This design comes from an exercise in tuning for small area on the open sky130 flow, not from production work.
RTL that was checked went through simulation tests only; none was proved equivalent to the original.
The flow treats the clock pin as an ideal source. Dropping or thinning the clock tree relies on that and would not hold on a real chip.

==> run a <==
Design pmod_step_interface, start of the top module:
module pmod_step_interface(
    input clk,
    input rst,
    input [3:0] rf_input,
    input [1:0] limit_switches,
    output [3:0] signal_out,
    output [3:0] second_signal,
    output [5:0] LED
    );
==> module clock_div, before the edit <==
module clock_div(
    input clk,
    input rst,
    output tick,
    output m_tick
    );
    reg [9:0] q;
    reg [13:0] r;
    wire q_low0 = (q[8:0] == 9'd0);
    assign m_tick = q_low0 & ~q[9];
    assign tick = ((r & 14'h32ff) == 14'h2298);
    always @(posedge clk, posedge rst)
        if (rst) begin
            q <= 10'd0;
            r <= 14'd1480;
        end else begin
            q <= {q[8:0], q[9] ^ q[6] ^ q_low0};
            r <= {r[12:0], r[13] ^ (~r[3] | r[4]) ^ tick};
        end
endmodule
==> module pmod_step_driver, before the edit <==
module pmod_step_driver(
    input clk,
    input rst,
    input limit,
    input tick,
    input dirT,
    input enT,
    output [3:0] signal
    );
    reg v;
    reg a;
    reg [1:0] ph;
    reg d;
    assign signal = {v & ph[1] & ph[0], v & ph[1] & ~ph[0], v & ~ph[1] & ph[0], v & ~ph[1] & ~ph[0]};
    always @(posedge clk, posedge rst)
        if (rst) begin
            v <= 1'b0;
            a <= 1'b0;
        end else begin
            a <= ~limit & (tick ? enT : a);
            if (tick)
                v <= a;
        end
    always @(posedge clk)
        if (tick) begin
            ph <= v ? (d ? ph + 2'd1 : ph - 2'd1) : 2'd0;
            d <= dirT;
        end
endmodule
Settings: LEC_CHECK=0, CAP_MARGIN=20, CORE_MARGIN=2, CORE_UTILIZATION=40, SLEW_MARGIN=20; clock period 10.0 ns.
standard.sh (not shown) runs the stock make flow with config.mk's settings and CLKGATE_MAP_FILE= SYNTH_SCRIPT=/design/flow/synth_recipe.tcl, a recipe that flattens the netlist after the stock synthesis.
==> flow/flow/run.sh <==
#!/bin/bash
# Own layout flow: the standard synthesis, then the combinational logic between
# the standard synthesis's registers is re-mapped by ABC for area (registers,
# their names and cell types are kept as they are), then the standard ORFS
# layout with small port buffers and a small clock tree.
set -euo pipefail
W=$(pwd)
R=$W/orfs/results/$FLOW_PLATFORM/pmod_step_interface/base
LOGS=$W/orfs/logs/$FLOW_PLATFORM/pmod_step_interface/base
LIB=$FLOW_HOME/platforms/$FLOW_PLATFORM/lib/sky130_fd_sc_hd__tt_025C_1v80.lib

# 1. standard synthesis (netlist only)
bash standard.sh "$R/1_2_yosys.v" > $W/log_1_synth.txt 2>&1
cp "$R/1_2_yosys.v" $W/synth_standard.v

# 2. area re-mapping of the combinational logic
DU=$(grep -o -- "-dont_use [^ ]*" $LOGS/1_2_yosys.log | sort -u | tr '\n' ' ')
sed -e "s#@LIB@#$LIB#g" -e "s#@DU@#$DU#g" -e "s#@IN@#$W/synth_standard.v#g" \
    -e "s#@OUT@#$R/1_2_yosys.v#g" -e "s#@TOP@#$FLOW_TOP#g" flow/reabc.ys > $W/reabc.ys
yosys -s $W/reabc.ys > $W/log_2_reabc.txt 2>&1

# 3. the rest of the standard layout
source flow/knobs.sh
bash standard.sh "${KNOBS[@]}" finish > $W/log_3_layout.txt 2>&1
==> flow/flow/knobs.sh <==
KNOBS=(
  "BUFFER_PORTS_ARGS=-buffer_cell sky130_fd_sc_hd__buf_1"
)
==> flow/flow/reabc.ys <==
read_liberty -ignore_miss_func @LIB@
read_verilog -defer @IN@
hierarchy -top @TOP@
setattr -mod -set keep_hierarchy 1 sky130_fd_sc_hd__df* sky130_fd_sc_hd__edf* sky130_fd_sc_hd__sdf* sky130_fd_sc_hd__conb_1
flatten
opt_clean
abc -liberty @LIB@ @DU@ -script "+strash;&get -n;&st;&deepsyn -T 20;&dch;&nf -a;&put"
opt_clean -purge
rename -enumerate
tee -o reabc_stat.txt stat -liberty @LIB@
select @TOP@
write_verilog -noattr -nohex -nodec -selected @OUT@
==> run b (differences from run a) <==
--- a/flow/design.v
+++ b/flow/design.v
@@ -7,14 +7,18 @@
     );
-    reg [9:0] q;
-    reg [13:0] r;
-    wire q_low0 = (q[8:0] == 9'd0);
-    assign m_tick = q_low0 & ~q[9];
-    assign tick = ((r & 14'h32ff) == 14'h2298);
+    reg p;
+    reg [8:0] s;
+    reg [12:0] r;
+    wire s_low0 = (s[7:0] == 8'd0);
+    assign m_tick = s_low0 & ~s[8] & ~p;
+    wire r_end = ((r & 13'h0bfd) == 13'h00cd);
+    assign tick = r_end & ~p;
     always @(posedge clk, posedge rst)
         if (rst) begin
-            q <= 10'd0;
-            r <= 14'd1480;
+            p <= 1'b0;
+            s <= 9'd0;
+            r <= 13'd414;
         end else begin
-            q <= {q[8:0], q[9] ^ q[6] ^ q_low0};
-            r <= {r[12:0], r[13] ^ (~r[3] | r[4]) ^ tick};
+            p <= ~p;
+            s <= {s[7:0], s[8] ^ s[3] ^ (s_low0 & p)};
+            r <= {r[11:0], ~(r[12] ^ r[0]) ^ r_end};
         end
==> flow/flow/cts_pre.tcl (new file) <==
# Clock tree of a single buffer: replaces clock_tree_synthesis for this small
# design. The clock port drives one clock buffer placed at the centre of the
# registers, and that buffer drives every register's clock pin, so all
# registers see the same clock arrival.
rename clock_tree_synthesis orfs_clock_tree_synthesis
proc clock_tree_synthesis {args} {
  set cell $::env(ONE_CLKBUF_CELL)
  set block [ord::get_db_block]
  set net [$block findNet clk]
  set n 0
  set sx 0
  set sy 0
  foreach it [$net getITerms] {
    set inst [$it getInst]
    set loc [$inst getLocation]
    set sx [expr {$sx + [lindex $loc 0]}]
    set sy [expr {$sy + [lindex $loc 1]}]
    incr n
  }
  set dbu [$block getDbUnitsPerMicron]
  set x [expr {double($sx) / $n / $dbu}]
  set y [expr {double($sy) / $n / $dbu}]
  puts "one clock buffer $cell for $n clock pins at ($x, $y)"
  insert_buffer -buffer_cell $cell -net clk -location [list $x $y] \
    -buffer_name clkbuf_0_clk -net_name clknet_0_clk
  [$block findNet clknet_0_clk] setSigType CLOCK
  [$block findNet clk] setSigType CLOCK
  set_propagated_clock [all_clocks]
}
==> flow/flow/knobs.sh (replaced) <==
export ONE_CLKBUF_CELL=sky130_fd_sc_hd__clkbuf_8
KNOBS=(
  "BUFFER_PORTS_ARGS=-buffer_cell sky130_fd_sc_hd__buf_1"
  "PRE_CTS_TCL=$W/flow/cts_pre.tcl"
)
==> run c (differences from run a) <==
--- a/flow/design.v
+++ b/flow/design.v
@@ -59,5 +59,5 @@
     reg v;
+    reg [1:0] ph;
     reg a;
-    reg [1:0] ph;
-    reg d;
+    reg d;    
     assign signal = {v & ph[1] & ph[0], v & ph[1] & ~ph[0], v & ~ph[1] & ph[0], v & ~ph[1] & ~ph[0]};
@@ -66,2 +66,3 @@
             v <= 1'b0;
+            ph <= 2'b00;
             a <= 1'b0;
@@ -69,10 +70,10 @@
             a <= ~limit & (tick ? enT : a);
-            if (tick)
+            if (tick) begin
                 v <= a;
+                ph <= v ? (d ? ph + 2'd1 : ph - 2'd1) : 2'd0;
+            end
         end
     always @(posedge clk)
-        if (tick) begin
-            ph <= v ? (d ? ph + 2'd1 : ph - 2'd1) : 2'd0;
+        if (tick)
             d <= dirT;
-        end
 endmodule
==> flow/run.sh (new file) <==
#!/bin/bash
# synth_recipe.tcl (not shown) runs the flow's synth.tcl, then flattens the netlist and writes it again
# the make line also repeats each setting of config.mk as NAME=value (left out here)
make -C /OpenROAD-flow-scripts/flow DESIGN_CONFIG=/design/flow/config.mk WORK_HOME=/design/flow/orfs CLKGATE_MAP_FILE= SYNTH_SCRIPT=/design/flow/synth_recipe.tcl finish
removed: flow/flow/run.sh
removed: flow/flow/knobs.sh
removed: flow/flow/reabc.ys
removed: flow/standard.sh
==> run d (differences from run a) <==
--- a/flow/design.v
+++ b/flow/design.v
@@ -59,5 +59,5 @@
     reg v;
+    reg [1:0] ph;
     reg a;
-    reg [1:0] ph;
-    reg d;
+    reg d;    
     assign signal = {v & ph[1] & ph[0], v & ph[1] & ~ph[0], v & ~ph[1] & ph[0], v & ~ph[1] & ~ph[0]};
@@ -66,2 +66,3 @@
             v <= 1'b0;
+            ph <= 2'b00;
             a <= 1'b0;
@@ -69,10 +70,10 @@
             a <= ~limit & (tick ? enT : a);
-            if (tick)
+            if (tick) begin
                 v <= a;
+                ph <= v ? (d ? ph + 2'd1 : ph - 2'd1) : 2'd0;
+            end
         end
     always @(posedge clk)
-        if (tick) begin
-            ph <= v ? (d ? ph + 2'd1 : ph - 2'd1) : 2'd0;
+        if (tick)
             d <= dirT;
-        end
 endmodule
==> flow/run.sh (new file) <==
#!/bin/bash
# synth_recipe.tcl (not shown) runs the flow's synth.tcl, then flattens the netlist and writes it again
# the make line also repeats each setting of config.mk as NAME=value (left out here)
make -C /OpenROAD-flow-scripts/flow DESIGN_CONFIG=/design/flow/config.mk WORK_HOME=/design/flow/orfs CLKGATE_MAP_FILE= SYNTH_SCRIPT=/design/flow/synth_recipe.tcl finish
--- a/flow/config.mk
+++ b/flow/config.mk
@@ -7,2 +7,3 @@
 export LEC_CHECK = 0
+export ABC_AREA = 1
 export CAP_MARGIN = 20
removed: flow/flow/run.sh
removed: flow/flow/knobs.sh
removed: flow/flow/reabc.ys
removed: flow/standard.sh
==> metrics.yaml <==
antenna_cells: 0
grt_util_met1_pct: 15.5
synth_cells: 131
ctsHoldBuffers: 0
rows: 24
bufAreaShareNonClock_pct: 3.74
worst_slew_pin_slew_ps: 616
clock_path_buffers: 2
clk-power_w: 0.000113
timing.fmax_ghz: 0.306
num-nonclk-buffers: 20
crit_family: "flip-flops"
fp.coreArea_um2: 4440
startpoint: "control.ph[0]"
holdWs_ps: 357
status: "finished clean"
postCtsSetupRepairBufs: 0
[end of results for run a]
==> metrics.yaml <==
num-nonclk-buffers: 21
synth_cells: 157
startpoint: "second_control.v"
grt_util_met1_pct: 14.5
postCtsSetupRepairBufs: 0
bufAreaShareNonClock_pct: 9.01
crit_family: "buffers and inverters"
holdWs_ps: 370
status: "finished clean"
antenna_cells: 0
[end of results for run c]
==> metrics.yaml <==
die_w_um: 72.3
netlist_area_um2: 1860
io_buffers: 19
gp_congestion: 0.760
synth_cells: 135
status: "aborted with a tool error"
first-error: "Error: cts.tcl, 36 invalid command name \"NULL\""
stop_stage: "clock tree synthesis (4_1_cts)"
rows: 24
io_pins: 22
[end of results for run b]
==> metrics.yaml <==
bufAreaShareNonClock_pct: 8.23
synth_top_family_by_area: "simple AND/OR/NAND/NOR gates"
design_area_um2: 2550
holdWs_ps: 358
antenna_cells: 0
clk-power_w: 0.000118
startpoint: "second_control.ph[1]"
status: "finished clean"
timing.fmax_ghz: 0.282
postCtsSetupRepairBufs: 0
clock_path_buffers: 2
synth_compound_area_share_pct: 2.25
crit_family: "buffers and inverters"
synth_cells: 238
grt_util_met1_pct: 18.0
fp.coreArea_um2: 5440
worstSkewPairLatency_ps: 300
rows: 27
num-nonclk-buffers: 20
top_regs: "clock_Div.r (14), clock_Div.q (10), debounce.db_i.c (8)"
[end of results for run d]
The RTL of run a, run c and run d was laid out without a check of its function.

* * *

==> inputs of run P <==
pmod_step_interface with an RTL version that a note above also has.
==> flow/config.mk <==
export PLATFORM = sky130hd
export DESIGN_NAME = pmod_step_interface
export DESIGN_NICKNAME = pmod_step_interface
export VERILOG_FILES = /design/flow/design.v
export SDC_FILE = /design/flow/constraint.sdc
export NUM_CORES = 4
export LEC_CHECK = 0
export CAP_MARGIN = 20
export CORE_MARGIN = 2
export CORE_UTILIZATION = 40
export SLEW_MARGIN = 20
==> flow/constraint.sdc <==
create_clock -name core_clock -period 10.0 [get_ports {clk}]
set_input_delay 2.0000 -clock core_clock [delete_from_list [all_inputs] [get_ports {clk}]]
set_output_delay 2.0000 -clock core_clock [all_outputs]
set_load 0.01 [all_outputs]
==> flow/flow/run.sh <==
#!/bin/bash
# Own layout flow: the standard synthesis, then the combinational logic between
# the standard synthesis's registers is re-mapped by ABC for area (registers,
# their names and cell types are kept as they are), then the standard ORFS
# layout with small port buffers and a small clock tree.
set -euo pipefail
W=$(pwd)
R=$W/orfs/results/$FLOW_PLATFORM/pmod_step_interface/base
LOGS=$W/orfs/logs/$FLOW_PLATFORM/pmod_step_interface/base
LIB=$FLOW_HOME/platforms/$FLOW_PLATFORM/lib/sky130_fd_sc_hd__tt_025C_1v80.lib

# 1. standard synthesis (netlist only)
bash standard.sh "$R/1_2_yosys.v" > $W/log_1_synth.txt 2>&1
cp "$R/1_2_yosys.v" $W/synth_standard.v

# 2. area re-mapping of the combinational logic
DU=$(grep -o -- "-dont_use [^ ]*" $LOGS/1_2_yosys.log | sort -u | tr '\n' ' ')
sed -e "s#@LIB@#$LIB#g" -e "s#@DU@#$DU#g" -e "s#@IN@#$W/synth_standard.v#g" \
    -e "s#@OUT@#$R/1_2_yosys.v#g" -e "s#@TOP@#$FLOW_TOP#g" flow/reabc.ys > $W/reabc.ys
yosys -s $W/reabc.ys > $W/log_2_reabc.txt 2>&1

# 3. the rest of the standard layout
source flow/knobs.sh
bash standard.sh "${KNOBS[@]}" finish > $W/log_3_layout.txt 2>&1
==> flow/flow/knobs.sh <==
KNOBS=(
  "BUFFER_PORTS_ARGS=-buffer_cell sky130_fd_sc_hd__buf_1"
  "CTS_ARGS=-repair_clock_nets -dont_use_dummy_load -root_buf sky130_fd_sc_hd__clkbuf_16 -buf_list sky130_fd_sc_hd__clkbuf_16"
)
==> flow/flow/reabc.ys <==
read_liberty -ignore_miss_func @LIB@
read_verilog -defer @IN@
hierarchy -top @TOP@
setattr -mod -set keep_hierarchy 1 sky130_fd_sc_hd__df* sky130_fd_sc_hd__edf* sky130_fd_sc_hd__sdf* sky130_fd_sc_hd__conb_1
flatten
opt_clean
abc -liberty @LIB@ @DU@ -script "+strash;&get -n;&st;&deepsyn -T 20;&dch;&nf -a;&put"
opt_clean -purge
rename -enumerate
tee -o reabc_stat.txt stat -liberty @LIB@
select @TOP@
write_verilog -noattr -nohex -nodec -selected @OUT@
==> run F: changes against run P <==
==> flow/flow/run.sh (replaced) <==
#!/bin/bash
# Own layout flow: the standard synthesis; then the combinational logic
# between the standard synthesis's registers is re-mapped by ABC for area
# with a few scripts, keeping the smallest result (registers, their names and
# cell types stay as the standard synthesis made them); then the standard
# ORFS layout with small port buffers and a small clock tree (cts_pre.tcl).
set -euo pipefail
W=$(pwd)
R=$W/orfs/results/$FLOW_PLATFORM/pmod_step_interface/base
LOGS=$W/orfs/logs/$FLOW_PLATFORM/pmod_step_interface/base
LIB=$FLOW_HOME/platforms/$FLOW_PLATFORM/lib/sky130_fd_sc_hd__tt_025C_1v80.lib

# 1. standard synthesis (netlist only)
bash standard.sh "$R/1_2_yosys.v" > $W/log_1_synth.txt 2>&1
cp "$R/1_2_yosys.v" $W/synth_standard.v

# 2. area re-mapping of the combinational logic, several ABC scripts in parallel
DU=$(grep -o -- "-dont_use [^ ]*" $LOGS/1_2_yosys.log | sort -u | tr '\n' ' ')
i=0
while IFS= read -r S; do
  i=$((i+1))
  S=$(printf '%s' "$S" | sed 's/[&#\\]/\\&/g')
  sed -e "s#@LIB@#$LIB#g" -e "s#@DU@#$DU#g" -e "s#@IN@#$W/synth_standard.v#g" \
      -e "s#@OUT@#$W/reabc_$i.v#g" -e "s#@TOP@#$FLOW_TOP#g" -e "s#@STAT@#$W/reabc_stat_$i.txt#g" \
      -e "s#@SCRIPT@#$S#g" flow/reabc.ys > $W/reabc_$i.ys
  (timeout 600 yosys -s $W/reabc_$i.ys > $W/log_2_reabc_$i.txt 2>&1 || true) &
done < flow/scripts.txt
wait
best=""
bestA=""
for j in $(seq 1 $i); do
  A=$(grep "Chip area for top module" $W/reabc_stat_$j.txt 2>/dev/null | awk '{print $NF}' || true)
  [[ -n "$A" && -s $W/reabc_$j.v ]] || continue
  echo "script $j: area $A" >> $W/reabc_choice.txt
  if [[ -z "$bestA" ]] || awk -v a=$A -v b=$bestA 'BEGIN{exit !(a<b)}'; then best=$j; bestA=$A; fi
done
if [[ -n "$best" ]]; then
  echo "chosen: script $best" >> $W/reabc_choice.txt
  cp $W/reabc_$best.v "$R/1_2_yosys.v"
fi

# 3. the rest of the standard layout
source flow/knobs.sh
bash standard.sh "${KNOBS[@]}" finish > $W/log_3_layout.txt 2>&1
==> flow/flow/cts_pre.tcl (new file) <==
# Small clock tree for this small design, in place of clock_tree_synthesis:
# the clock pins are split into ONE_CLKBUF_GROUPS groups by position
# (k-means), and each group gets one clock buffer at its centre, driven
# straight from the clock port (which then feeds only those few buffers).
rename clock_tree_synthesis orfs_clock_tree_synthesis
proc clock_tree_synthesis {args} {
  set cell $::env(ONE_CLKBUF_CELL)
  set k $::env(ONE_CLKBUF_GROUPS)
  set block [ord::get_db_block]
  set dbu [$block getDbUnitsPerMicron]
  set net [$block findNet clk]
  set pins {}
  set xs {}
  set ys {}
  foreach it [$net getITerms] {
    set inst [$it getInst]
    set bb [$inst getBBox]
    lappend pins "[$inst getName]/[[$it getMTerm] getName]"
    lappend xs [expr {([$bb xMin] + [$bb xMax]) / 2.0 / $dbu}]
    lappend ys [expr {([$bb yMin] + [$bb yMax]) / 2.0 / $dbu}]
  }
  set n [llength $pins]
  # k-means, seeded with pins spread along the sorted x order
  set order [lsort -indices -real $xs]
  set cx {}
  set cy {}
  for {set j 0} {$j < $k} {incr j} {
    set i [lindex $order [expr {int(($j + 0.5) * $n / $k)}]]
    lappend cx [lindex $xs $i]
    lappend cy [lindex $ys $i]
  }
  for {set iter 0} {$iter < 50} {incr iter} {
    set asg {}
    for {set i 0} {$i < $n} {incr i} {
      set best 0
      set bd 1e30
      for {set j 0} {$j < $k} {incr j} {
        set d [expr {pow([lindex $xs $i] - [lindex $cx $j], 2) + pow([lindex $ys $i] - [lindex $cy $j], 2)}]
        if {$d < $bd} { set bd $d; set best $j }
      }
      lappend asg $best
    }
    for {set j 0} {$j < $k} {incr j} {
      set sx 0.0; set sy 0.0; set c 0
      for {set i 0} {$i < $n} {incr i} {
        if {[lindex $asg $i] == $j} {
          set sx [expr {$sx + [lindex $xs $i]}]
          set sy [expr {$sy + [lindex $ys $i]}]
          incr c
        }
      }
      if {$c > 0} {
        lset cx $j [expr {$sx / $c}]
        lset cy $j [expr {$sy / $c}]
      }
    }
  }
  for {set j 0} {$j < $k} {incr j} {
    set loads {}
    for {set i 0} {$i < $n} {incr i} {
      if {[lindex $asg $i] == $j} { lappend loads [get_pins [lindex $pins $i]] }
    }
    if {[llength $loads] == 0} { continue }
    puts "clock buffer $j: $cell for [llength $loads] clock pins at ([lindex $cx $j], [lindex $cy $j])"
    insert_buffer -buffer_cell $cell -net clk -load_pins $loads \
      -location [list [lindex $cx $j] [lindex $cy $j]] \
      -buffer_name clkbuf_$j -net_name clknet_$j
  }
  $net setSigType CLOCK
  foreach it [$net getITerms] {
    foreach ot [[$it getInst] getITerms] {
      if {[$ot isOutputSignal]} {
        [$ot getNet] setSigType CLOCK
        puts "clock buffer [[$it getInst] getName] drives [[$ot getNet] getName]"
      }
    }
  }
  set_propagated_clock [all_clocks]
}
==> flow/flow/knobs.sh (replaced) <==
export ONE_CLKBUF_CELL=${ONE_CLKBUF_CELL:-sky130_fd_sc_hd__clkbuf_8}
export ONE_CLKBUF_GROUPS=${ONE_CLKBUF_GROUPS:-3}
KNOBS=(
  "BUFFER_PORTS_ARGS=-buffer_cell sky130_fd_sc_hd__buf_1"
  "PRE_CTS_TCL=$W/flow/cts_pre.tcl"
)
--- a/flow/flow/reabc.ys
+++ b/flow/flow/reabc.ys
@@ -5,8 +5,8 @@
 flatten
 opt_clean
-abc -liberty @LIB@ @DU@ -script "+strash;&get -n;&st;&deepsyn -T 20;&dch;&nf -a;&put"
+abc -liberty @LIB@ @DU@ -script "@SCRIPT@"
 opt_clean -purge
 rename -enumerate
-tee -o reabc_stat.txt stat -liberty @LIB@
+tee -o @STAT@ stat -liberty @LIB@
 select @TOP@
 write_verilog -noattr -nohex -nodec -selected @OUT@
==> flow/flow/scripts.txt (new file) <==
+strash;&get -n;&st;&deepsyn -T 20;&dch;&nf -a;&put
+strash;&get -n;&st;&deepsyn -T 20;&dch;&put;amap;strash;dch;amap
+strash;&get -n;&st;&deepsyn -T 20;&put;dch;map -a
+strash;&get -n;&st;&deepsyn -T 20;&put;dch;amap
==> impl_metrics.ini <==
[clock_network]
clockBufferDepth = 2

[routing]
routed_via_density = 4.68
wl_met3_um = 131

[timing]
finalCritPeriodShare_pct = 32.2
max_freq_mhz = 311

[final_layout]
final-clk-cell-share_pct = 5.85
nFillCells = 401

[pwr]
ir_drop_uv = 109
powerSeq_uw = 240

[global_route]
use_met3_pct = 5.14

[outcome]
run_status = finished clean
The numbers above come from run P.

==> impl_metrics.ini <==
[outcome]
run_status = finished clean

[pwr]
ir_drop_uv = 89.2
switching_share_pct = 21.3
powerSeq_uw = 234

[routing]
wl_met3_um = 96
routed_via_density = 4.85

[timing]
max_freq_mhz = 314
finalCritPeriodShare_pct = 31.9
rsz0062_at_grt = false
setup-tns-final_ns = 0

[global_route]
use_met3_pct = 1.13

[final_layout]
nFillCells = 415

[setup_path]
max_stage_delay_ns = 0.36

[placement]
hpwl_mm = 2.04
The numbers above come from run F.

The clock cells of run F come from the design's own scripts or RTL, not from TritonCTS.

==> separate check: timing with driven ports <==
How much do the figures lean on ideal ports? The routed layouts below were timed once more, with nothing changed but the port constraints. Step 1 (the two cells are an assumption about what drives the block):
set clk [get_ports {clk}]
set_driving_cell -lib_cell sky130_fd_sc_hd__clkbuf_16 $clk
set_driving_cell -lib_cell sky130_fd_sc_hd__buf_2 [delete_from_list [all_inputs] $clk]
Step 2 also shifts input and output timing later by t, the mid clock arrival at the registers, as if the neighbouring blocks saw the same clock. Slacks: no drivers / after step 1 / after step 2; pairs: no drivers / after step 1.
| run | t (ns) | slack for setup (ns) | worst setup path at the end | clock arrival spread, ns | worst slew at a driven data input, ns |
|---|---|---|---|---|---|
| run a | 0.320 | 6.728 / 6.704 / 7.023 | register to output | 0.009 / 0.009 | 0.04 |
| run c | 0.314 | 6.404 / 6.379 / 6.693 | register to output | 0.012 / 0.011 | 0.03 |
| run d | 0.330 | 6.453 / 6.424 / 6.754 | register to output | 0.005 / 0.005 | 0.03 |
| run P | 0.306 | 6.783 / 6.753 / 7.059 | register to output | 0.006 / 0.006 | 0.03 |
| run F | 0.196 | 6.813 / 6.771 / 6.967 | register to output | 0.016 / 0.016 | 0.04 |
After both steps every run listed still meets setup and hold.
